Background: an optimization exercise with open tools, aiming at small area, a short achievable clock period and few clock cycles per item. Do not read the settings as production practice.

Setup of red:
==> flow/design.v (excerpt) <==
module Reconstructor(
    input enable,
    input CLK,
    input reset,
    input [7:0]height,
    input [7:0]width,
    input Vector_sig,
    input [7:0]mv_x,
    input [7:0]addr_x,
    input [7:0]mv_y,
    input [7:0]addr_y,
    output Nxt_block_sig,
    input [1:0]data_type,
    output [15:0]Tindex,
    input [5:0]pdi,
    output [15:0]index,
    output we,
    output [8:0]datax_out,
    output [8:0]datay_out,
    output [5:0]pdo
    );
localparam IDLE = 3'd0, WAIT = 3'd1, S1 = 3'd2, RD0 = 3'd3, CMP = 3'd4, RD = 3'd5;
reg [2:0] state;
reg [15:0] I, N;          
reg jxN, jyN, nval;       
reg [4:0] preg;           
reg [1:0] btype;
reg hasx, hasy;
always @(posedge CLK) begin
  hasx <= |mv_x[1:0];
  hasy <= |mv_y[1:0];
end
function [4:0] oa;
  input [1:0] k;
  input [1:0] rx, ry;
  reg [2:0] cx, cy;
  begin
    cx = k[0] ? {1'b0, rx} : (rx == 2'd0 ? 3'd4 : {1'b0, 2'd0 - rx});
    cy = k[1] ? {1'b0, ry} : (ry == 2'd0 ? 3'd4 : {1'b0, 2'd0 - ry});
    case ({cx[2], cy[2]})
      2'b11: oa = 5'd16;
      2'b10: oa = {1'b0, cy[1:0], 2'b00};
  ...
==> flow/config.mk <==
export PLATFORM = sky130hd
export DESIGN_NAME = Reconstructor
export DESIGN_NICKNAME = Reconstructor
export VERILOG_FILES = /design/flow/design.v
export SDC_FILE = /design/flow/constraint.sdc
export NUM_CORES = 4
export LEC_CHECK = 0
export ABC_CLOCK_PERIOD_IN_PS = 6000
export CAP_MARGIN = 20
export CORE_MARGIN = 2
export CORE_UTILIZATION = 40
export CTS_BUF_LIST = sky130_fd_sc_hd__clkbuf_8
export CTS_CLUSTER_SIZE = 30
export PLACE_DENSITY = 0.6
export SETUP_SLACK_MARGIN = 4.5
export SLEW_MARGIN = 20
==> flow/constraint.sdc <==
create_clock -name core_clock -period 11.0 [get_ports {CLK}]
set_input_delay 2.2000 -clock core_clock [delete_from_list [all_inputs] [get_ports {CLK}]]
set_output_delay 2.2000 -clock core_clock [all_outputs]
set_load 0.01 [all_outputs]
standard.sh (not shown) runs the stock make flow with config.mk's settings and CLKGATE_MAP_FILE= SYNTH_SCRIPT=/design/flow/synth_recipe.tcl, a recipe that flattens the netlist after the stock synthesis.
==> flow/flow/run.sh <==
#!/bin/bash
# Standard layout, with every port buffered by sky130_fd_sc_hd__buf_1 and a
# clock tree of clkbuf_8 without dummy loads.
set -euo pipefail
export BUFFER_PORTS_ARGS="-buffer_cell sky130_fd_sc_hd__buf_1"
export CTS_ARGS="-sink_clustering_enable -repair_clock_nets -dont_use_dummy_load -buf_list sky130_fd_sc_hd__clkbuf_8 -sink_clustering_size 30 -sink_clustering_max_diameter 150"
bash standard.sh > standard.log 2>&1
Here is what was changed in the inputs of blue compared with red.
# red
export LEC_CHECK = 0
export ABC_CLOCK_PERIOD_IN_PS = 6000
export CAP_MARGIN = 20
export CORE_MARGIN = 2
export CORE_UTILIZATION = 40
export CTS_BUF_LIST = sky130_fd_sc_hd__clkbuf_8
export CTS_CLUSTER_SIZE = 30
export PLACE_DENSITY = 0.6
export SETUP_SLACK_MARGIN = 4.5
export SLEW_MARGIN = 20
create_clock -name core_clock -period 11.0 [get_ports {CLK}]
# blue
export LEC_CHECK = 0
export ABC_CLOCK_PERIOD_IN_PS = 6000
export CAP_MARGIN = 20
export CORE_MARGIN = 2
export CORE_UTILIZATION = 40
export CTS_BUF_LIST = sky130_fd_sc_hd__clkbuf_8
export CTS_CLUSTER_SIZE = 30
export PLACE_DENSITY = 0.6
export SETUP_SLACK_MARGIN = 4.8
export SLEW_MARGIN = 20
create_clock -name core_clock -period 11.0 [get_ports {CLK}]
[summary]
Cell count delta (red -> blue): insignificant
Per the comparison of blue with red, cell area has increased, number of enable flip-flop cells after synthesis neither gained nor lost much.
Compared blue vs red, and clock period minus final worst setup slack is down in blue.
Highest clock rate: blue vs red up 1.8%
blue ends up with higher share of the core filled with cells than red does.
Function was not checked in any run of this note: the RTL went through the layout flow alone.

[re-timing with driven ports]
In the flow no input, the clock included, has a driving cell. The finished layouts below were timed again as built, in two steps.
Step 1, drivers: a clkbuf_16 drives CLK and a buf_2 each remaining input, both assumed.
Step 2, shift: input delay + t, output delay - t, t = (earliest + latest rising clock arrival at the registers) / 2. This alone moves slack from input paths to output paths.
a / b / c = ideal / step 1 / step 2; a / b = the first two.
run | t, ns | setup WS [ns] | slew at the worst register clock pin (ns)
red | 0.380 | 4.697 / 4.672 / 4.404 | 0.07 / 0.07
blue | 0.381 | 4.810 / 4.779 / 4.605 | 0.07 / 0.07
After both steps setup and hold are still met in every run listed. The setup slack of red, which loses most, moves by -0.025 ns with the drivers and by -0.293 ns with both steps.
